This is an optimization exercise on Yosys and OpenROAD, whose aim is small area, a short achievable clock period and few clock cycles per item, not a production implementation.
The RTL of this run was laid out without a check of its function.

<file path="flow/run.sh">
#!/bin/bash
# synth_recipe.tcl (not shown) runs the flow's synth.tcl, then flattens the netlist and writes it again
# the make line also repeats each setting of config.mk as NAME=value (left out here)
make -C /OpenROAD-flow-scripts/flow DESIGN_CONFIG=/design/flow/config.mk WORK_HOME=/design/flow/orfs CLKGATE_MAP_FILE= SYNTH_SCRIPT=/design/flow/synth_recipe.tcl finish
</file>
<file path="flow/design.v">
`timescale 1ns / 1ps
module sbox(
    input  [7:0] data_i,
    output [7:0] data_o
    );
	wire[0:7] s, x;
	wire [21:1] y;
	wire [67:0] t;
	wire [17:0] z;
	assign x = data_i;
	assign y[14] = x[3]  ^ x[5];
	assign y[13] = x[0]  ^ x[6];
	assign y[9]  = x[0]  ^ x[3];
	assign y[8]  = x[0]  ^ x[5];
	assign t[0]  = x[1]  ^ x[2];
	assign y[1]  = t[0]  ^ x[7];
	assign y[4]  = y[1]  ^ x[3];
	assign y[12] = y[13] ^ y[14];
	assign y[2]  = y[1]  ^ x[0];
	assign y[5]  = y[1]  ^ x[6];
	assign y[3]  = y[5]  ^ y[8];
	assign t[1]  = x[4]  ^ y[12];
	assign y[15] = t[1]  ^ x[5];
	assign y[20] = t[1]  ^ x[1];
	assign y[6]  = y[15] ^ x[7];
	assign y[10] = y[15] ^ t[0];
	assign y[11] = y[20] ^ y[9];
	assign y[7]  = x[7]  ^ y[11];
	assign y[17] = y[10] ^ y[11];
	assign y[19] = y[10] ^ y[8];
	assign y[16] = t[0]  ^ y[11];
	assign y[21] = y[13] ^ y[16];
	assign y[18] = x[0]  ^ y[16];
	assign t[2]  = y[12] & y[15];
	assign t[3]  = y[3]  & y[6];
	assign t[4]  = t[3]  ^ t[2];
	assign t[5]  = y[4]  & x[7];
	assign t[6]  = t[5]  ^ t[2]; 
	assign t[7]  = y[13] & y[16];
	assign t[8]  = y[5]  & y[1];
	assign t[9]  = t[8]  ^ t[7];
	assign t[10] = y[2]  & y[7];
	assign t[11] = t[10] ^ t[7];
	assign t[12] = y[9]  & y[11];
	assign t[13] = y[14] & y[17];
	assign t[14] = t[13] ^ t[12];
	assign t[15] = y[8]  & y[10];
	assign t[16] = t[15] ^ t[12];
	assign t[17] = t[4]  ^ t[14];
	assign t[18] = t[6]  ^ t[16];
	assign t[19] = t[9]  ^ t[14];
	assign t[20] = t[11] ^ t[16];
	assign t[21] = t[17] ^ y[20];
	assign t[22] = t[18] ^ y[19];
	assign t[23] = t[19] ^ y[21];
	assign t[24] = t[20] ^ y[18];
	assign t[25] = t[21] ^ t[22];
	assign t[26] = t[21] & t[23];
	assign t[27] = t[24] ^ t[26];
	assign t[28] = t[25] & t[27]; 
	assign t[29] = t[28] ^ t[22];
	assign t[30] = t[23] ^ t[24];
	assign t[31] = t[22] ^ t[26];
	assign t[32] = t[31] & t[30];
	assign t[33] = t[32] ^ t[24];
	assign t[34] = t[23] ^ t[33];
	assign t[35] = t[27] ^ t[33];
	assign t[36] = t[24] & t[35]; 
	assign t[37] = t[36] ^ t[34];
	assign t[38] = t[27] ^ t[36];
	assign t[39] = t[29] & t[38];
	assign t[40] = t[25] ^ t[39];
	assign t[41] = t[40] ^ t[37];
	assign t[42] = t[29] ^ t[33];
	assign t[43] = t[29] ^ t[40];
	assign t[44] = t[33] ^ t[37];
	assign t[45] = t[42] ^ t[41];
	assign z[0]  = t[44] & y[15];
	assign z[1]  = t[37] & y[6];
	assign z[2]  = t[33] & x[7];
	assign z[3]  = t[43] & y[16];
	assign z[4]  = t[40] & y[1];
	assign z[5]  = t[29] & y[7];
	assign z[6]  = t[42] & y[11];
	assign z[7]  = t[45] & y[17];
	assign z[8]  = t[41] & y[10];
	assign z[9]  = t[44] & y[12];
	assign z[10] = t[37] & y[3];
	assign z[11] = t[33] & y[4];
	assign z[12] = t[43] & y[13];
	assign z[13] = t[40] & y[5];
	assign z[14] = t[29] & y[2];
	assign z[15] = t[42] & y[9];
	assign z[16] = t[45] & y[14];
	assign z[17] = t[41] & y[8];
	assign t[46] = z[15] ^ z[16];
	assign t[47] = z[10] ^ z[11];
	assign t[48] = z[5]  ^ z[13];
	assign t[49] = z[9]  ^ z[10];
	assign t[50] = z[2]  ^ z[12];
	assign t[51] = z[2]  ^ z[5];
	assign t[52] = z[7]  ^ z[8];
	assign t[53] = z[0]  ^ z[3];
	assign t[54] = z[6]  ^ z[7];
	assign t[55] = z[16] ^ z[17];
	assign t[56] = z[12] ^ t[48];
	assign t[57] = t[50] ^ t[53];
	assign t[58] = z[4]  ^ t[46];
	assign t[59] = z[3]  ^ t[54];
	assign t[60] = t[46] ^ t[57];
	assign t[61] = z[14] ^ t[57];
	assign t[62] = t[52] ^ t[58];
	assign t[63] = t[49] ^ t[58];
	assign t[64] = z[4]  ^ t[59];
	assign t[65] = t[61] ^ t[62];
	assign t[66] = z[1]  ^ t[63];
	assign s[0]  = t[59] ^ t[63];
	assign s[6]  = ~t[56] ^ t[62]; 
	assign s[7]  = ~t[48] ^ t[60]; 
	assign t[67] = t[64]  ^ t[65];
	assign s[3]  = t[53]  ^ t[66];
	assign s[4]  = t[51]  ^ t[66];
	assign s[5]  = t[47]  ^ t[65];
	assign s[1]  = ~t[64] ^ s[3]; 
	assign s[2]  = ~t[55] ^ t[67]; 
	assign data_o = s;
endmodule
module isbox(
    input  [7:0] data_i,
    output [7:0] data_o
    );
	wire[0:7] u, w;
	wire [63:0] m;
	wire [27:0] t;
	wire [19:0] r;
	wire [5:5]  y;
	wire [29:0] p;
	assign u = data_i;
	assign t[23] =   u[0]  ^ u[3];
	assign t[22] = ~(u[1]  ^ u[3]);
	assign t[2]  = ~(u[0]  ^ u[1]);
	assign t[1]  =   u[3]  ^ u[4];
	assign t[24] = ~(u[4]  ^ u[7]);
	assign r[5]  =   u[6]  ^ u[7];
	assign t[8]  = ~(u[1]  ^ t[23]);
	assign t[19] =   t[22] ^ r[5];
	assign t[9]  = ~(u[7]  ^ t[1]);
	assign t[10] =   t[2]  ^ t[24];
	assign t[13] =   t[2]  ^ r[5];
	assign t[3]  =   t[1]  ^ r[5];
	assign t[25] = ~(u[2]  ^ t[1]);
	assign r[13] =   u[1]  ^ u[6];
	assign t[17] = ~(u[2]  ^ t[19]);
	assign t[20] =   t[24] ^ r[13];
	assign t[4]  =   u[4]  ^ t[8];
	assign r[17] = ~(u[2]  ^ u[5]);
	assign r[18] = ~(u[5]  ^ u[6]);
	assign r[19] = ~(u[2]  ^ u[4]);
	assign y[5]  =  u[0]  ^ r[17];
	assign t[6]  =  t[22] ^ r[17];
	assign t[16] =  r[13] ^ r[19];
	assign t[27] =  t[1]  ^ r[18];
	assign t[15] =  t[10] ^ t[27];
	assign t[14] =  t[10] ^ r[18];
	assign t[26] =  t[3]  ^ t[16];
	assign m[1]  =  t[13] & t[6];
	assign m[2]  =  t[23] & t[8];
	assign m[3]  =  t[14] ^ m[1];
	assign m[4]  =  t[19] & y[5];
	assign m[5]  =  m[4]  ^ m[1];
	assign m[6]  =  t[3]  & t[16];
	assign m[7]  =  t[22] & t[9];
	assign m[8]  =  t[26] ^ m[6];
	assign m[9]  =  t[20] & t[17];
	assign m[10] =  m[9]  ^ m[6];
	assign m[11] =  t[1]  & t[15];
	assign m[12] =  t[4]  & t[27];
	assign m[13] =  m[12] ^ m[11];
	assign m[14] =  t[2]  & t[10];
	assign m[15] =  m[14] ^ m[11];
	assign m[16] =  m[3]  ^ m[2];
	assign m[17] =  m[5]  ^ t[24];
	assign m[18] =  m[8]  ^ m[7];
	assign m[19] =  m[10] ^ m[15];
	assign m[20] =  m[16] ^ m[13];
	assign m[21] =  m[17] ^ m[15];
	assign m[22] =  m[18] ^ m[13];
	assign m[23] =  m[19] ^ t[25];
	assign m[24] =  m[22] ^ m[23];
	assign m[25] =  m[22] & m[20];
	assign m[26] =  m[21] ^ m[25];
	assign m[27] =  m[20] ^ m[21];
	assign m[28] =  m[23] ^ m[25];
	assign m[29] =  m[28] & m[27];
	assign m[30] =  m[26] & m[24];
	assign m[31] =  m[20] & m[23];
	assign m[32] =  m[27] & m[31];
	assign m[33] =  m[27] ^ m[25];
	assign m[34] =  m[21] & m[22];
	assign m[35] =  m[24] & m[34];
	assign m[36] =  m[24] ^ m[25];
	assign m[37] =  m[21] ^ m[29];
	assign m[38] =  m[32] ^ m[33];
	assign m[39] =  m[23] ^ m[30];
	assign m[40] =  m[35] ^ m[36];
	assign m[41] =  m[38] ^ m[40];
	assign m[42] =  m[37] ^ m[39];
	assign m[43] =  m[37] ^ m[38];
	assign m[44] =  m[39] ^ m[40];
	assign m[45] =  m[42] ^ m[41];
	assign m[46] =  m[44] & t[6];
	assign m[47] =  m[40] & t[8];
	assign m[48] =  m[39] & y[5];
	assign m[49] =  m[43] & t[16];
	assign m[50] =  m[38] & t[9];
	assign m[51] =  m[37] & t[17];
	assign m[52] =  m[42] & t[15];
	assign m[53] =  m[45] & t[27];
	assign m[54] =  m[41] & t[10];
	assign m[55] =  m[44] & t[13];
	assign m[56] =  m[40] & t[23];
	assign m[57] =  m[39] & t[19];
	assign m[58] =  m[43] & t[3];
	assign m[59] =  m[38] & t[22];
	assign m[60] =  m[37] & t[20];
	assign m[61] =  m[42] & t[1];
	assign m[62] =  m[45] & t[4];
	assign m[63] =  m[41] & t[2];
	assign p[0]  =  m[52] ^ m[61];
	assign p[1]  =  m[58] ^ m[59];
	assign p[2]  =  m[54] ^ m[62];
	assign p[3]  =  m[47] ^ m[50];
	assign p[4]  =  m[48] ^ m[56];
	assign p[5]  =  m[46] ^ m[51];
	assign p[6]  =  m[49] ^ m[60];
	assign p[7]  =  p[0]  ^ p[1];
	assign p[8]  =  m[50] ^ m[53];
	assign p[9]  =  m[55] ^ m[63];
	assign p[10] =  m[57] ^ p[4];
	assign p[11] =  p[0]  ^ p[3];
	assign p[12] =  m[46] ^ m[48];
	assign p[13] =  m[49] ^ m[51];
	assign p[14] =  m[49] ^ m[62];
	assign p[15] =  m[54] ^ m[59];
	assign p[16] =  m[57] ^ m[61];
	assign p[17] =  m[58] ^ p[2];
	assign p[18] =  m[63] ^ p[5];
	assign p[19] =  p[2]  ^ p[3];
	assign p[20] =  p[4]  ^ p[6];
	assign p[22] =  p[2]  ^ p[7];
	assign p[23] =  p[7]  ^ p[8];
	assign p[24] =  p[5]  ^ p[7];
	assign p[25] =  p[6]  ^ p[10];
	assign p[26] =  p[9]  ^ p[11];
	assign p[27] =  p[10] ^ p[18];
	assign p[28] =  p[11] ^ p[25];
	assign p[29] =  p[15] ^ p[20];
	assign w[0]  =  p[13] ^ p[22];
	assign w[1]  =  p[26] ^ p[29];
	assign w[2]  =  p[17] ^ p[28];
	assign w[3]  =  p[12] ^ p[22];
	assign w[4]  =  p[23] ^ p[27];
	assign w[5]  =  p[19] ^ p[24];
	assign w[6]  =  p[14] ^ p[23];
	assign w[7]  =  p[9]  ^ p[16];
	assign data_o = w;
endmodule
`timescale 1ns / 1ps
module aes_gm2(
	input  [7:0] op_i,
	output [7:0] gm2_o
	);
 assign gm2_o = {op_i[6 : 0], 1'b0} ^ (8'h1b & {8{op_i[7]}});
endmodule  
 module aes_gm3(
	input  [7:0] op_i,
	output [7:0] gm3_o
	);
	wire [7:0] gm2;
	aes_gm2 m_gm2(.op_i(op_i), .gm2_o(gm2));
   assign gm3_o = gm2 ^ op_i;
 endmodule  
 module mixw(
	input  [31:0] w_i,
	output [31:0] mixw_o
	);
	wire [7:0] b0;
	wire [7:0] b1;
	wire [7:0] b2;
	wire [7:0] b3;
	wire [7:0] mb0;
	wire [7:0] mb1;
	wire [7:0] mb2;
	wire [7:0] mb3;
	wire [7:0] gm2_b0;
	wire [7:0] gm3_b1;
	wire [7:0] gm2_b1;
	wire [7:0] gm3_b2;
	wire [7:0] gm2_b2;
	wire [7:0] gm3_b3;
	wire [7:0] gm2_b3;
	wire [7:0] gm3_b0;
	assign b3 = w_i[31 : 24];
	assign b2 = w_i[23 : 16];
	assign b1 = w_i[15 : 8];
	assign b0 = w_i[07 : 0];
	aes_gm2 m0_gm2(.op_i(b0), .gm2_o(gm2_b0));
	aes_gm3 m0_gm3(.op_i(b1), .gm3_o(gm3_b1));
	aes_gm2 m1_gm2(.op_i(b1), .gm2_o(gm2_b1));
	aes_gm3 m1_gm3(.op_i(b2), .gm3_o(gm3_b2));
	aes_gm2 m2_gm2(.op_i(b2), .gm2_o(gm2_b2));
	aes_gm3 m2_gm3(.op_i(b3), .gm3_o(gm3_b3));
	aes_gm3 m3_gm3(.op_i(b0), .gm3_o(gm3_b0));
	aes_gm2 m3_gm2(.op_i(b3), .gm2_o(gm2_b3));
	assign mb0 = gm2_b0  ^ gm3_b1  ^ b2      ^ b3;
	assign mb1 = b0      ^ gm2_b1  ^ gm3_b2  ^ b3;
	assign mb2 = b0      ^ b1      ^ gm2_b2  ^ gm3_b3;
	assign mb3 = gm3_b0  ^ b1      ^ b2      ^ gm2_b3;
	assign mixw_o = {mb3, mb2, mb1, mb0};
 endmodule  
`timescale 1ns / 1ps
module gm2(
	input  [7:0] op_i,
	output [7:0] gm2_o
	);
	assign gm2_o = {op_i[6 : 0], 1'b0} ^ (8'h1b & {8{op_i[7]}});
endmodule
module gm4(
	input  [7:0] op_i,
	output [7:0] gm4_o
	);
	wire [7:0] gm2_p0;
	wire [7:0] gm2_p1;
	gm2 m_gm2_p0(.op_i(op_i),   .gm2_o(gm2_p0));
	gm2 m_gm2_p1(.op_i(gm2_p0), .gm2_o(gm2_p1));
	assign gm4_o = gm2_p1;
endmodule
module gm8(
	input  [7:0] op_i,
	output [7:0] gm8_o
	);
	wire [7:0] gm2;
	wire [7:0] gm4;
	gm4 m_gm4(.op_i(op_i), .gm4_o(gm4));
	gm2 m_gm2(.op_i(gm4),  .gm2_o(gm2));
	assign gm8_o = gm2;
endmodule
module gm09(
	input  [7:0] op_i,
	output [7:0] gm09_o
	);
	wire [7:0] gm8;
	gm8 m_gm8(.op_i(op_i), .gm8_o(gm8));
	assign gm09_o = gm8 ^ op_i;
endmodule 
module gm11(
	input  [7:0] op_i,
	output [7:0] gm11_o
	);
	wire [7:0] gm2;
	wire [7:0] gm8;
	gm8 m_gm8(.op_i(op_i), .gm8_o(gm8));
	gm2 m_gm2(.op_i(op_i), .gm2_o(gm2));
	assign gm11_o = gm8 ^ gm2 ^ op_i;
endmodule
module gm13(
	input  [7:0] op_i,
	output [7:0] gm13_o
	);
	wire [7:0] gm4;
	wire [7:0] gm8;
	gm8 m_gm8(.op_i(op_i), .gm8_o(gm8));
	gm4 m_gm4(.op_i(op_i), .gm4_o(gm4));
	assign gm13_o = gm8 ^ gm4 ^ op_i;
endmodule
module gm14(
	input  [7:0] op_i,
	output [7:0] gm14_o
	);
	wire [7:0] gm2;
	wire [7:0] gm4;
	wire [7:0] gm8;
	gm8 m_gm8(.op_i(op_i), .gm8_o(gm8));
	gm4 m_gm4(.op_i(op_i), .gm4_o(gm4));
	gm2 m_gm2(.op_i(op_i), .gm2_o(gm2));
	assign gm14_o = gm8 ^ gm4 ^ gm2;
endmodule  
module imixw(
	input  [31:0] w_i,
	output [31:0] mixw_o
	);
	wire [7:0] b0;
	wire [7:0] b1;
	wire [7:0] b2;
	wire [7:0] b3;
	wire [7:0] mb0;
	wire [7:0] mb1;
	wire [7:0] mb2;
	wire [7:0] mb3;
	wire [7:0] gm09_b0;
	wire [7:0] gm09_b1;
	wire [7:0] gm09_b2;
	wire [7:0] gm09_b3;
	wire [7:0] gm11_b0;
	wire [7:0] gm11_b1;
	wire [7:0] gm11_b2;
	wire [7:0] gm11_b3;
	wire [7:0] gm13_b0;
	wire [7:0] gm13_b1;
	wire [7:0] gm13_b2;
	wire [7:0] gm13_b3;
	wire [7:0] gm14_b0;
	wire [7:0] gm14_b1;
	wire [7:0] gm14_b2;
	wire [7:0] gm14_b3;
	gm09 m_gm09_b0(.op_i(b0), .gm09_o(gm09_b0));
	gm09 m_gm09_b1(.op_i(b1), .gm09_o(gm09_b1));
	gm09 m_gm09_b2(.op_i(b2), .gm09_o(gm09_b2));
	gm09 m_gm09_b3(.op_i(b3), .gm09_o(gm09_b3));
	gm11 m_gm11_b0(.op_i(b0), .gm11_o(gm11_b0));
	gm11 m_gm11_b1(.op_i(b1), .gm11_o(gm11_b1));
	gm11 m_gm11_b2(.op_i(b2), .gm11_o(gm11_b2));
	gm11 m_gm11_b3(.op_i(b3), .gm11_o(gm11_b3));
	gm13 m_gm13_b0(.op_i(b0), .gm13_o(gm13_b0));
	gm13 m_gm13_b1(.op_i(b1), .gm13_o(gm13_b1));
	gm13 m_gm13_b2(.op_i(b2), .gm13_o(gm13_b2));
	gm13 m_gm13_b3(.op_i(b3), .gm13_o(gm13_b3));
	gm14 m_gm14_b0(.op_i(b0), .gm14_o(gm14_b0));
	gm14 m_gm14_b1(.op_i(b1), .gm14_o(gm14_b1));
	gm14 m_gm14_b2(.op_i(b2), .gm14_o(gm14_b2));
	gm14 m_gm14_b3(.op_i(b3), .gm14_o(gm14_b3));
	assign b3 = w_i[31 : 24];
	assign b2 = w_i[23 : 16];
	assign b1 = w_i[15 : 08];
	assign b0 = w_i[07 : 00];
	assign mb0 = gm14_b0 ^ gm11_b1 ^ gm13_b2 ^ gm09_b3;
	assign mb1 = gm09_b0 ^ gm14_b1 ^ gm11_b2 ^ gm13_b3;
	assign mb2 = gm13_b0 ^ gm09_b1 ^ gm14_b2 ^ gm11_b3;
	assign mb3 = gm11_b0 ^ gm13_b1 ^ gm09_b2 ^ gm14_b3;
	assign mixw_o = {mb3, mb2, mb1, mb0};
endmodule
`timescale 1ns / 1ps
module aes_key_first_col(
	input  wire [31:0] key_w3_i,
	input  wire [7:0]  key_rcon_i,
	output wire [31:0] key_w3_next_o,
	output wire [7:0]  key_rcon_o
	);
	wire [31:0] key_rot;
	wire [31:0] key_sbox;
	wire [31:0] key_xor;
	wire [7:0]  rcon_next;
	wire [7:0]  debug_rcon_next;
	wire        rcon_overflow;
	assign key_rot[31:24] = key_w3_i[7:0];
	assign key_rot[23:16] = key_w3_i[31:24];
	assign key_rot[15:8]  = key_w3_i[23:16];
	assign key_rot[7:0]   = key_w3_i[15:8];
	genvar i;
	generate
		for(i=0; i<4; i=i+1) begin : loop_gen_key_sbox
			sbox m_key_sbox(
				.data_i(key_rot[(i*8)+7:(i*8)]),
				.data_o(key_sbox[(i*8)+7:(i*8)])
			);
		end
	endgenerate
	assign key_xor         = { key_sbox[31:8], key_sbox[7:0] ^ key_rcon_i };
	assign rcon_overflow   = key_rcon_i[7];
	assign rcon_next[7:0]  = { key_rcon_i[6:0], 1'b0} ;
	assign debug_rcon_next = ( {8{ rcon_overflow}} & 8'h1b ) 
			       			| ( {8{~rcon_overflow}} & rcon_next);
	assign key_w3_next_o   = key_xor;
	assign key_rcon_o[7:0] = debug_rcon_next[7:0];
endmodule  
module ks(
	input  wire [127:0] key_i,
	input  wire [7:0]   key_rcon_i,
	output wire [127:0] key_next_o,
	output wire [7:0]   key_rcon_o
	);
	wire [31:0] key_col[3:0];
	wire [31:0] key_col_w3;
	wire [31:0] key_col_next[3:0];
	wire [7:0]  key_rcon_next;
	genvar i;  
	generate
		for(i=0; i<4; i=i+1) begin : loop_gen_key_col
			assign key_col[i] = key_i[(i*32)+31:(i*32)];
			assign key_next_o[(i*32)+31:(i*32)] = key_col_next[i];
		end
	endgenerate
	aes_key_first_col aes_key_w3(
		.key_w3_i(key_col[3]),
		.key_rcon_i(key_rcon_i),
		.key_w3_next_o(key_col_w3),
		.key_rcon_o(key_rcon_next)
	);
	assign key_col_next[0] = key_col[0] ^ key_col_w3;
	assign key_col_next[1] = key_col_next[0] ^ key_col[1];
	assign key_col_next[2] = key_col_next[1] ^ key_col[2];
	assign key_col_next[3] = key_col_next[2] ^ key_col[3];
	assign key_rcon_o = key_rcon_next;
endmodule  
`timescale 1ns / 1ps
module aes_inv_key_first_col(
	input  wire [31:0] key_w3_i,
	input  wire [7:0]  key_rcon_i,
	output wire [31:0] key_w3_next_o,
	output wire [7:0]  key_rcon_o
	);
	wire [31:0] key_rot;
	wire [31:0] key_sbox;
	wire [31:0] key_xor;
	wire [7:0]  rcon_next;
	wire [7:0]  rcon_next_pq;
	wire        rcon_is27;
	assign key_rot[31:24] = key_w3_i[7:0];
	assign key_rot[23:16] = key_w3_i[31:24];
	assign key_rot[15:8]  = key_w3_i[23:16];
	assign key_rot[7:0]   = key_w3_i[15:8];
	genvar i;
	generate
		for(i=0; i<4; i=i+1) begin : loop_gen_key_sbox
			sbox m_key_sbox(
				.data_i(key_rot[(i*8)+7:(i*8)]),
				.data_o(key_sbox[(i*8)+7:(i*8)])
			);
		end
	endgenerate
	assign key_xor           = { key_sbox[31:8] ,  key_rcon_i ^ key_sbox[7:0] };
	assign rcon_is27         =  key_rcon_i[1] & key_rcon_i[0];  
	assign rcon_next_pq[7:0] = {  1'b0 , key_rcon_i[7:1]};  
	assign rcon_next         = ( {8{ rcon_is27}} & 8'h80 )  
				 | ( {8{~rcon_is27}} & rcon_next_pq);
	assign key_w3_next_o   = key_xor;
	assign key_rcon_o[7:0] = rcon_next[7:0];
endmodule  
module iks(
	input  wire [127:0] key_i,
	input  wire [7:0]   key_rcon_i,
	output wire [127:0] key_next_o,
	output wire [7:0]   key_rcon_o
	);
	wire [31:0] key_col[3:0];
	wire [31:0] key_col_xor[3:0];
	wire [31:0] key_col_w3;
	wire [31:0] key_col_next[3:0];
	wire [7:0]  key_rcon_next;
	genvar i;  
	generate
		for(i=0; i<4; i=i+1) begin : loop_gen_key_col
			assign key_col[i] = key_i[(i*32)+31:(i*32)];
			assign key_next_o[(i*32)+31:(i*32)] = key_col_xor[i];
		end
	endgenerate
	assign key_col_xor[3] = key_col[2] ^ key_col[3];
	assign key_col_xor[2] = key_col[1] ^ key_col[2];
	assign key_col_xor[1] = key_col[0] ^ key_col[1];
	aes_inv_key_first_col aes_inv_key_w3(
		.key_w3_i(      key_col_xor[3]),
		.key_rcon_i(    key_rcon_i),
		.key_w3_next_o( key_col_w3),
		.key_rcon_o(    key_rcon_next)
	);
	assign key_col_xor[0] = key_col[0] ^ key_col_w3; 
	assign key_rcon_o = key_rcon_next;
endmodule  
`timescale 1ns / 1ps
module aes(
	input clk,
	input nreset,
	input          data_v_i,  
	input [127:0]  data_i,    
	input [127:0]  key_i,     
	output         res_v_o,   
	output [127:0] res_o      
	);
	reg  [127:0] data_q;
	wire [127:0] data_next;
	reg  [3:0] fsm_q;
	wire [3:0] fsm_next;
	wire       fsm_en;
	wire       finished_v;
	wire       last_iter_v;
	wire       unused_fsm_sum_msb;
	wire [127:0] sub_bytes;
	wire [31:0]  sub_bytes_row[3:0];
	wire [127:0] shift_row;
	wire [31:0]  shift_row_row[3:0];
	wire [127:0] mix_columns;
	wire [127:0] round_key_next;
	wire [127:0] round_key;
	reg  [127:0] key_q;
	wire [127:0] key_next;
	wire [127:0] key_current;
	reg  [7:0]   key_rcon_q;
	wire [7:0]   key_rcon_next;
	wire [7:0]   key_rcon_current;
	assign fsm_en = |(fsm_q) | data_v_i;
	assign finished_v = fsm_q[3] & fsm_q[1] & fsm_q[0];
	assign {unused_fsm_sum_msb,fsm_next} = finished_v ? 5'b00000 : fsm_q + 4'b0001 ;
	assign last_iter_v = fsm_q[3] & fsm_q[1]; 
	always@(posedge clk) 
	begin : fsm_dff
		if (!nreset) 
			fsm_q <= 4'b0000;
		else
		if ( fsm_en ) 
			fsm_q <= fsm_next;
	end 
	always @(posedge clk)
		begin : data_dff
		 data_q <= data_next;
	end 
	genvar sb_i;
	generate 
		for (sb_i=0; sb_i<16; sb_i=sb_i+1) begin : loop_gen_sb_i				
			sbox m_sbox(
				.data_i( data_q[(sb_i*8)+7:(sb_i*8)]),
				.data_o( sub_bytes[(sb_i*8)+7:(sb_i*8)])
		        	);
		end
	endgenerate
	genvar sr_r;
	generate 
		for (sr_r=0; sr_r<4; sr_r=sr_r+1) begin : loop_gen_sr_r
			assign sub_bytes_row[sr_r] = { sub_bytes[3*32+8*sr_r+7:3*32+8*sr_r],
						       sub_bytes[2*32+8*sr_r+7:2*32+8*sr_r],
						       sub_bytes[32+8*sr_r+7:32+8*sr_r],
						       sub_bytes[8*sr_r+7:8*sr_r] };
			assign { shift_row[3*32+8*sr_r+7:3*32+8*sr_r],
						shift_row[2*32+8*sr_r+7:2*32+8*sr_r],
						shift_row[1*32+8*sr_r+7:1*32+8*sr_r],
						shift_row[0*32+8*sr_r+7:0*32+8*sr_r] } = shift_row_row[sr_r];
		end
	endgenerate
	assign shift_row_row[0]  =  sub_bytes_row[0];  
	assign shift_row_row[3]  =  { sub_bytes_row[3][23:16], sub_bytes_row[3][15:8],  sub_bytes_row[3][7:0] ,  sub_bytes_row[3][31:24] };  
	assign shift_row_row[2]  =  { sub_bytes_row[2][15:8],  sub_bytes_row[2][7:0],   sub_bytes_row[2][31:24], sub_bytes_row[2][23:16] };  
	assign shift_row_row[1]  =  { sub_bytes_row[1][7:0] ,  sub_bytes_row[1][31:24], sub_bytes_row[1][23:16], sub_bytes_row[1][15:8] };   
	genvar mc_c;  
	generate 
		for (mc_c=0; mc_c<4; mc_c=mc_c+1) begin : loop_gen_mc_c
			mixw m_mixw ( 
				.w_i(    shift_row[  mc_c*32+31:mc_c*32] ), 
				.mixw_o( mix_columns[mc_c*32+31:mc_c*32])
			);
		end
	endgenerate
	assign round_key_next = data_v_i ? data_i :( last_iter_v ?  shift_row : mix_columns );
	assign round_key = round_key_next ^ key_current;
	assign data_next = round_key;
	assign key_current      = data_v_i ? key_i        : key_q;
	assign key_rcon_current = data_v_i ? 8'b0000_0001 : key_rcon_q;
	ks m_ks(
		 .key_i     (key_current),
		 .key_rcon_i(key_rcon_current),
		 .key_next_o(key_next),
		 .key_rcon_o(key_rcon_next)
                 );
	 always @(posedge clk) begin
		 if ( fsm_en ) begin : key_dff
			key_q      <= key_next;
			key_rcon_q <= key_rcon_next;
		 end
	 end
	assign res_v_o = finished_v;  
	assign res_o   = data_q;
endmodule
module iaes(
	input clk,
	input nreset,
	input          data_v_i,  
	input  [127:0] data_i,	  
	input  [127:0] key_i,     
	output         res_v_o,   
	output [127:0] res_o      
	);
	reg  [127:0] data_q;
	wire [127:0] data_next;
	reg  [3:0] fsm_q;
	wire [3:0] fsm_next;
	wire       fsm_en;
	wire       finished_v;
	wire       last_iter_v;
	wire       unused_fsm_sum_msb;
	wire [127:0] inv_sbox_bytes;
	wire [31:0]  debug_inv_sbox[3:0];
	wire [31:0]  data_q_row[3:0];
	wire [127:0] inv_shift_row;
	wire [31:0]  inv_shift_row_row[3:0];
	wire [127:0] inv_mix_columns;
	wire [31:0]  debug_inv_mix_columns[3:0];
	wire [127:0] round_key_next;
	wire [127:0] round_key;
	reg  [127:0] key_q;
	wire [127:0] key_next;
	wire [127:0] key_current;
	reg  [7:0]   key_rcon_q;
	wire [7:0]   key_rcon_next;
	wire [7:0]   key_rcon_current;
	assign fsm_en = |(fsm_q) | data_v_i;
	assign finished_v = fsm_q[3] & fsm_q[1] & fsm_q[0];
	assign {unused_fsm_sum_msb,fsm_next} = finished_v ? 5'b00000 : fsm_q + 4'b0001 ;
	assign last_iter_v = fsm_q[3] & fsm_q[1]; 
	always@(posedge clk) 
	begin : fsm_dff
		if (!nreset) 
			fsm_q <= 4'b0000;
		else
		if ( fsm_en ) 
			fsm_q <= fsm_next;
	end 
	always @(posedge clk)
		begin : data_dff
		 data_q <= data_next;
	end 
	genvar sr_r;
	generate 
		for (sr_r=0; sr_r<4; sr_r=sr_r+1) begin : loop_gen_sr_r
			assign data_q_row[sr_r] = { data_q[3*32+8*sr_r+7:3*32+8*sr_r], 
						    data_q[2*32+8*sr_r+7:2*32+8*sr_r], 
						    data_q[32+8*sr_r+7:32+8*sr_r],     
						    data_q[8*sr_r+7:8*sr_r] };         
			assign debug_inv_sbox[sr_r] = { inv_sbox_bytes[3*32+8*sr_r+7:3*32+8*sr_r], 
							inv_sbox_bytes[2*32+8*sr_r+7:2*32+8*sr_r], 
							inv_sbox_bytes[32+8*sr_r+7:32+8*sr_r],     
							inv_sbox_bytes[8*sr_r+7:8*sr_r] };         
			assign debug_inv_mix_columns[sr_r] = { inv_mix_columns[3*32+8*sr_r+7:3*32+8*sr_r], 
							       inv_mix_columns[2*32+8*sr_r+7:2*32+8*sr_r], 
							       inv_mix_columns[32+8*sr_r+7:32+8*sr_r],     
							       inv_mix_columns[8*sr_r+7:8*sr_r] };         
			assign { inv_shift_row[3*32+8*sr_r+7:3*32+8*sr_r],
				 inv_shift_row[2*32+8*sr_r+7:2*32+8*sr_r],
				 inv_shift_row[1*32+8*sr_r+7:1*32+8*sr_r],
				 inv_shift_row[0*32+8*sr_r+7:0*32+8*sr_r] } = inv_shift_row_row[sr_r];
		end
	endgenerate
	assign inv_shift_row_row[0]  =  data_q_row[0];  
	assign inv_shift_row_row[1]  = { data_q_row[1][24:16],   data_q_row[1][15:8], data_q_row[1][7:0], data_q_row[1][31:24]  };  
	assign inv_shift_row_row[2]  =  { data_q_row[2][15:8],  data_q_row[2][7:0],   data_q_row[2][31:24], data_q_row[2][23:16] };  
	assign inv_shift_row_row[3]  =  { data_q_row[3][7:0], data_q_row[3][31:24],  data_q_row[3][23:16],   data_q_row[3][15:8] };  
	genvar sb_i;
	generate 
		for (sb_i=0; sb_i<16; sb_i=sb_i+1) begin : loop_gen_sb_i				
			isbox m_isbox(
				.data_i( inv_shift_row[(sb_i*8)+7:(sb_i*8)]),
				.data_o( inv_sbox_bytes[(sb_i*8)+7:(sb_i*8)])
			);
		end
	endgenerate
	genvar mc_c;  
	generate 
		for (mc_c=0; mc_c<4; mc_c=mc_c+1) begin : loop_gen_mc_c
			imixw m_imixw ( 
				.w_i(    round_key[      mc_c*32+31:mc_c*32] ), 
				.mixw_o( inv_mix_columns[mc_c*32+31:mc_c*32])
			);
	end
	endgenerate
	assign round_key_next = data_v_i ? data_i : inv_sbox_bytes ;
	assign round_key = round_key_next ^ key_current;
	assign data_next = ( last_iter_v | data_v_i ) ? round_key : inv_mix_columns;
	assign key_current      = data_v_i ? key_i        : key_q;
	assign key_rcon_current = data_v_i ? 8'b0011_0110 : key_rcon_q;  
	iks m_iks(
		 .key_i     (key_current),
		 .key_rcon_i(key_rcon_current),
		 .key_next_o(key_next),
		 .key_rcon_o(key_rcon_next)
    );
	 always @(posedge clk) begin
		 if ( fsm_en ) begin : key_dff
			key_q      <= key_next;
			key_rcon_q <= key_rcon_next;
		 end
	 end
	assign res_v_o = finished_v;  
	assign res_o   = data_q;
endmodule
`timescale 1ns / 1ps
module aes128_core(
	input          clk,
	input          rst_n,      
	input          start,      
	input          decrypt,    
	input  [127:0] key,        
	input  [127:0] data_in,    
	output         ready,      
	output         done,       
	output [127:0] data_out
	);
	reg  busy_q;
	reg  dec_q;
	wire accept;
	wire enc_v, dec_v;
	wire [127:0] enc_res, dec_res;
	assign ready  = ~busy_q;
	assign accept = start & ready;
	always @(posedge clk) begin
		if (!rst_n) begin
			busy_q <= 1'b0;
			dec_q  <= 1'b0;
		end else if (accept) begin
			busy_q <= 1'b1;
			dec_q  <= decrypt;
		end else if (done) begin
			busy_q <= 1'b0;
		end
	end
	aes m_enc(
		.clk     (clk),
		.nreset  (rst_n),
		.data_v_i(accept & ~decrypt),
		.data_i  (data_in),
		.key_i   (key),
		.res_v_o (enc_v),
		.res_o   (enc_res)
	);
	iaes m_dec(
		.clk     (clk),
		.nreset  (rst_n),
		.data_v_i(accept & decrypt),
		.data_i  (data_in),
		.key_i   (key),
		.res_v_o (dec_v),
		.res_o   (dec_res)
	);
	assign done     = enc_v | dec_v;
	assign data_out = dec_q ? dec_res : enc_res;
endmodule
</file>
<file path="flow/constraint.sdc">
create_clock -name core_clock -period 12.0 [get_ports {clk}]
set_input_delay 2.4000 -clock core_clock [delete_from_list [all_inputs] [get_ports {clk}]]
set_output_delay 2.4000 -clock core_clock [all_outputs]
set_load 0.01 [all_outputs]
</file>
<file path="flow/config.mk">
export PLATFORM = sky130hd
export DESIGN_NAME = aes128_core
export DESIGN_NICKNAME = aes128_core
export VERILOG_FILES = /design/flow/design.v
export SDC_FILE = /design/flow/constraint.sdc
export NUM_CORES = 4
export LEC_CHECK = 0
export CAP_MARGIN = 20
export CORE_MARGIN = 2
export CORE_UTILIZATION = 40
export SLEW_MARGIN = 20
</file>
==> results.txt <==
sequential cells by signal (all words and copies together), names as in the netlist:
register and flops:
m_enc.key_rcon_q 8, m_dec.key_q 128, m_dec.fsm_q 4, busy_q 1, m_dec.data_q 128, dec_q 1, m_enc.data_q 128, m_dec.key_rcon_q 8
m_enc.fsm_q 4, m_enc.key_q 128
metrics by stage:
stage	std cells	setup WS, ns
2_1_floorplan	15100	1.22
3_3_place_gp	18900	1.00
3_5_place_dp	18900	1.00
4_1_cts	19000	1.75
5_1_grt	19000	1.27
6_report	19100	1.56
metal layers:
layer,global-route usage [%],vias up,share of wire (%)
met5,0,-,0.026
met4,26.5,24,8.4
met3,7.79,1208,11
met2,53.2,7621,41
met1,49.8,58300,40
li1,-,54100,-
layout by cell type, fill, tap and decap left out, types with 65 or more instances in the layout:
master,synthesis,final
sky130_fd_sc_hd__buf_4,10,445
sky130_fd_sc_hd__ha_1,132,132
sky130_fd_sc_hd__o211ai_1,192,192
sky130_fd_sc_hd__nand4_1,110,110
sky130_fd_sc_hd__nand3_1,371,369
sky130_fd_sc_hd__inv_1,257,257
sky130_fd_sc_hd__xnor2_1,2744,2719
sky130_fd_sc_hd__o221ai_1,84,84
sky130_fd_sc_hd__a31oi_1,167,167
sky130_fd_sc_hd__xnor3_1,346,346
sky130_fd_sc_hd__o21ai_1,96,102
sky130_fd_sc_hd__o21ai_0,1012,1005
sky130_fd_sc_hd__or3_1,93,93
sky130_fd_sc_hd__nor2b_1,104,104
sky130_fd_sc_hd__and3_1,76,76
sky130_fd_sc_hd__o31ai_1,74,73
sky130_fd_sc_hd__nor3_1,362,361
sky130_fd_sc_hd__a211oi_1,171,170
sky130_fd_sc_hd__xnor2_2,67,92
sky130_fd_sc_hd__clkbuf_16,0,79
sky130_fd_sc_hd__o22ai_1,183,183
sky130_fd_sc_hd__mux2_2,142,142
sky130_fd_sc_hd__a22oi_1,96,96
sky130_fd_sc_hd__or2_2,65,65
sky130_fd_sc_hd__edfxtp_1,272,272
sky130_fd_sc_hd__a221oi_1,93,93
sky130_fd_sc_hd__xor3_1,92,92
sky130_fd_sc_hd__dfxtp_1,266,265
sky130_fd_sc_hd__nand2_1,1192,1190
sky130_fd_sc_hd__mux2i_1,380,380
sky130_fd_sc_hd__and2_1,79,78
sky130_fd_sc_hd__clkdlybuf4s50_1,0,389
sky130_fd_sc_hd__xor2_1,1252,1239
sky130_fd_sc_hd__a21oi_1,970,967
sky130_fd_sc_hd__nand2b_1,78,78
sky130_fd_sc_hd__nor2_1,1166,1164
sky130_fd_sc_hd__nor4_1,94,92
worst max-delay path, stage by stage:
cell,delay [ns]
sky130_fd_sc_hd__clkdlybuf4s50_1,0.51
sky130_fd_sc_hd__or3b_4,0.60
sky130_fd_sc_hd__buf_4,0.43
sky130_fd_sc_hd__mux2i_1,0.31
sky130_fd_sc_hd__xnor3_2,0.38
sky130_fd_sc_hd__xnor2_1,0.41
sky130_fd_sc_hd__xnor2_1,0.17
sky130_fd_sc_hd__ha_1,0.45
sky130_fd_sc_hd__xnor2_1,0.61
sky130_fd_sc_hd__inv_1,0.31
sky130_fd_sc_hd__ha_1,0.36
sky130_fd_sc_hd__xor2_1,0.17
sky130_fd_sc_hd__xnor2_1,0.27
sky130_fd_sc_hd__xnor3_1,0.59
sky130_fd_sc_hd__nand2_1,0.29
sky130_fd_sc_hd__o22ai_1,0.22
sky130_fd_sc_hd__a2111oi_4,0.65
sky130_fd_sc_hd__xor2_2,0.29
sky130_fd_sc_hd__xor2_2,0.28
sky130_fd_sc_hd__xor2_2,0.14
sky130_fd_sc_hd__xnor2_1,0.47
sky130_fd_sc_hd__xnor2_2,0.22
sky130_fd_sc_hd__xor2_1,0.25
sky130_fd_sc_hd__xnor2_1,0.10
cells by family after synthesis:
group	count (synthesis)	synth area share, %
xor gates and xnor gates	4548	39.7
adders and majority gates	140	1.47
buffers and inverters	1225	4.19
muxes	539	4.83
and+or+nand+nor	4011	15.9
DFF	538	11.4
AOI/OAI and AO/OA	4074	22.5
final timing paths:
kind | slack (ns) | end | startpoint
worst min register to register | 0.53 | m_enc.fsm_q[3]$_SDFFE_PN0P_ | m_enc.fsm_q[2]$_SDFFE_PN0P_
worst max register to register | 2.04 | m_enc.data_q[23]$_DFF_P_ | m_enc.data_q[87]$_DFF_P_
worst min-delay path | 0.53 | m_enc.fsm_q[3]$_SDFFE_PN0P_ | m_enc.fsm_q[2]$_SDFFE_PN0P_
worst max-delay path | 1.56 | m_enc.key_q[100]$_DFFE_PP_ | start
Yosys cell counts, types with 84 or more instances:
| cell type | number |
|---|---|
| sky130_fd_sc_hd__o211ai_1 | 192 |
| sky130_fd_sc_hd__xor2_1 | 1252 |
| sky130_fd_sc_hd__o221ai_1 | 84 |
| sky130_fd_sc_hd__xnor3_1 | 346 |
| sky130_fd_sc_hd__o21ai_1 | 96 |
| sky130_fd_sc_hd__buf_2 | 232 |
| sky130_fd_sc_hd__nor4_1 | 94 |
| sky130_fd_sc_hd__nor2_1 | 1166 |
| sky130_fd_sc_hd__edfxtp_1 | 272 |
| sky130_fd_sc_hd__a21oi_1 | 970 |
| sky130_fd_sc_hd__nor2b_1 | 104 |
| sky130_fd_sc_hd__or3_1 | 93 |
| sky130_fd_sc_hd__nand4_1 | 110 |
| sky130_fd_sc_hd__o22ai_1 | 183 |
| sky130_fd_sc_hd__dfxtp_1 | 266 |
| sky130_fd_sc_hd__mux2_2 | 142 |
| sky130_fd_sc_hd__mux2i_1 | 380 |
| sky130_fd_sc_hd__a31oi_1 | 167 |
| sky130_fd_sc_hd__nand2_1 | 1192 |
| sky130_fd_sc_hd__nand3_1 | 371 |
| sky130_fd_sc_hd__a22oi_1 | 96 |
| sky130_fd_sc_hd__xor3_1 | 92 |
| sky130_fd_sc_hd__inv_1 | 257 |
| sky130_fd_sc_hd__a211oi_1 | 171 |
| sky130_fd_sc_hd__nor3_1 | 362 |
| sky130_fd_sc_hd__o21ai_0 | 1012 |
| sky130_fd_sc_hd__xnor2_1 | 2744 |
| sky130_fd_sc_hd__buf_1 | 98 |
| sky130_fd_sc_hd__a221oi_1 | 93 |
| sky130_fd_sc_hd__clkbuf_1 | 613 |
| sky130_fd_sc_hd__ha_1 | 132 |
cell type report:
type	instances	area [um^2]
multi-input combinational	13300	100000
tap	3919	4900
fill	29600	164000
timing repair buffer	840	7330
clock buffer	94	2070
inverter	269	1010
sequential	538	13500
clock inverter	46	494
antenna	36	90.1
==> summary.md <==
* 0.07 ns — clock transition at the registers of the reported paths
* 0 — Final Slew Violations
* 0 — Setup Viol. Count Final
* yes — CTS tree
* 5 — Warnings, synthesis
* flip-flop — type of destination of the critical path
* 7.48% — layout cell share with drive strength beyond 1
* 121,000 — via count
* 44.1% — fraction of the core area covered by cells at the end of the flow
* finished clean — run status
* flip-flop to flip-flop — worst hold path type
* 548 um — Die Wd
* 0 — number of antenna-violating nets in the routed design
* 12.50 ns — data required time of the worst path
* 0 — CTS-repair resized insts
* 0 — Hold Buf Count CTS
* 476 mm — final HPWL from detailed placement
* 15,100 — Post-Syn Instances
* input pin — Critical Path Start Type
* 11.4% — portion of the post-synthesis area used by sequential elements
* 24 — Register-to-Register Path Depth
* 24 — peak fanout along the critical path
* 20.3% — fraction of synthesized cell area taken by the top area cell type
* 137 — post-synthesis cell type count
* 9.63% — Synth-to-Final Area Change
* 10.44 ns — Min Clock Period, post-route
* 0.0591 ns — skew final
* 199 — floorplan row count
* sky130_fd_sc_hd__xnor2_1 — most area-hungry cell type in the Yosys netlist
* 0 — Residual DRC
* 538 — clock sinks
* 3 — maximum number of buffers from clock root to sink
* 15,400 — number of nets in the layout
* 818 mm — first-pass GRT wire length
* 390 — number of top-level design ports
* 0 ns — TNS Setup
* 548 um — die height
* no — setup repair after global routing missed its margin
* 7.84 um^2 — synthesized area divided by synthesized cell count
* 0 — number of hold-slack violations in the final timing report
* 0.130 mm^2 — Final Cell Area
* 30.9 um — average wire per standard cell
* 0.127 mm^2 — instance area after placement
* 1.08 — final weighted congestion in routability-driven placement
* 76 — cts bufs inserted
* 0.528 ns — worst slack on hold paths
* 389 — count of port buffers added during placement
* sky130_fd_sc_hd__clkbuf_16 — clock root buffer
* 0.294 mm^2 — CORE AREA
* 0.300 mm^2 — die footprint
* 8 — drt pass-1 iters
* 3.22% — slew margin rel.
* 18,100 — initial drt markers
* 0.75 ns — insertion delay to the later sink of the worst-skew pair
* 6.36 — Vias/cell
* 538 — flip-flop and latch count after synthesis
* 0 — residual overflow from global routing
* 0 — total of max-cap violations
* 2 — count of cells along the worst hold path
* 40.2% — Starting Density
* input pin to flip-flop — Worst Path Class, Setup
* 588 mm — aggregate routed wire length
* 107,000 — via count of the first global-routing pass
* 95.8 MHz — timing-limited maximum frequency
* 1.45 ns — actual transition at the worst max-transition pin
* sky130_fd_sc_hd__xnor2_1 20%, sky130_fd_sc_hd__xor2_1 9.3%, sky130_fd_sc_hd__edfxtp_1 6.9% — leading cell types by total area after synthesis
* 0.118 mm^2 — cell area after synthesis
* 0% — async set-reset flop share out of synthesis
* 10.93 ns — Worst EP arrival
* 130 — pin count of the biggest net entering global routing
* 15,500 — number of nets produced by synthesis
* 37.3% — overall global routing resource usage
* 272 — count of flip-flops with a built-in enable after synthesis
* 3 — count of H-tree levels built during CTS
* 0 — number of buffers inserted by post-CTS setup repair
* sky130_fd_sc_hd__edfxtp_1 — predominant post-synthesis flop cell
* 87.0% — period utilisation layout
* 55 — number of antenna violations at the first check in global routing

==> static timing again, ports no longer ideal <==
The results above use ideal ports. As a check the final layout listed here was re-extracted and re-timed, cells and wires unchanged.
Step 1, drivers: a clkbuf_16 drives clk and a buf_2 each remaining input, both assumed.
Step 2 moves the port delays by t, midway between the first and last clock arrival at a register: inputs arrive t later, outputs are due t later. That takes back most of the time a late clock gives input paths.
Slacks: ideal ports / drivers / drivers and shift; pairs: ideal ports / drivers.
t, ns: 0.822
setup slack, ns: 1.563 / 1.549 / 0.727
cell pins on the clock port's net: 1
After both steps this run still meets setup and hold. The setup slack of this run moves by -0.014 ns with the drivers and by -0.836 ns with both steps.
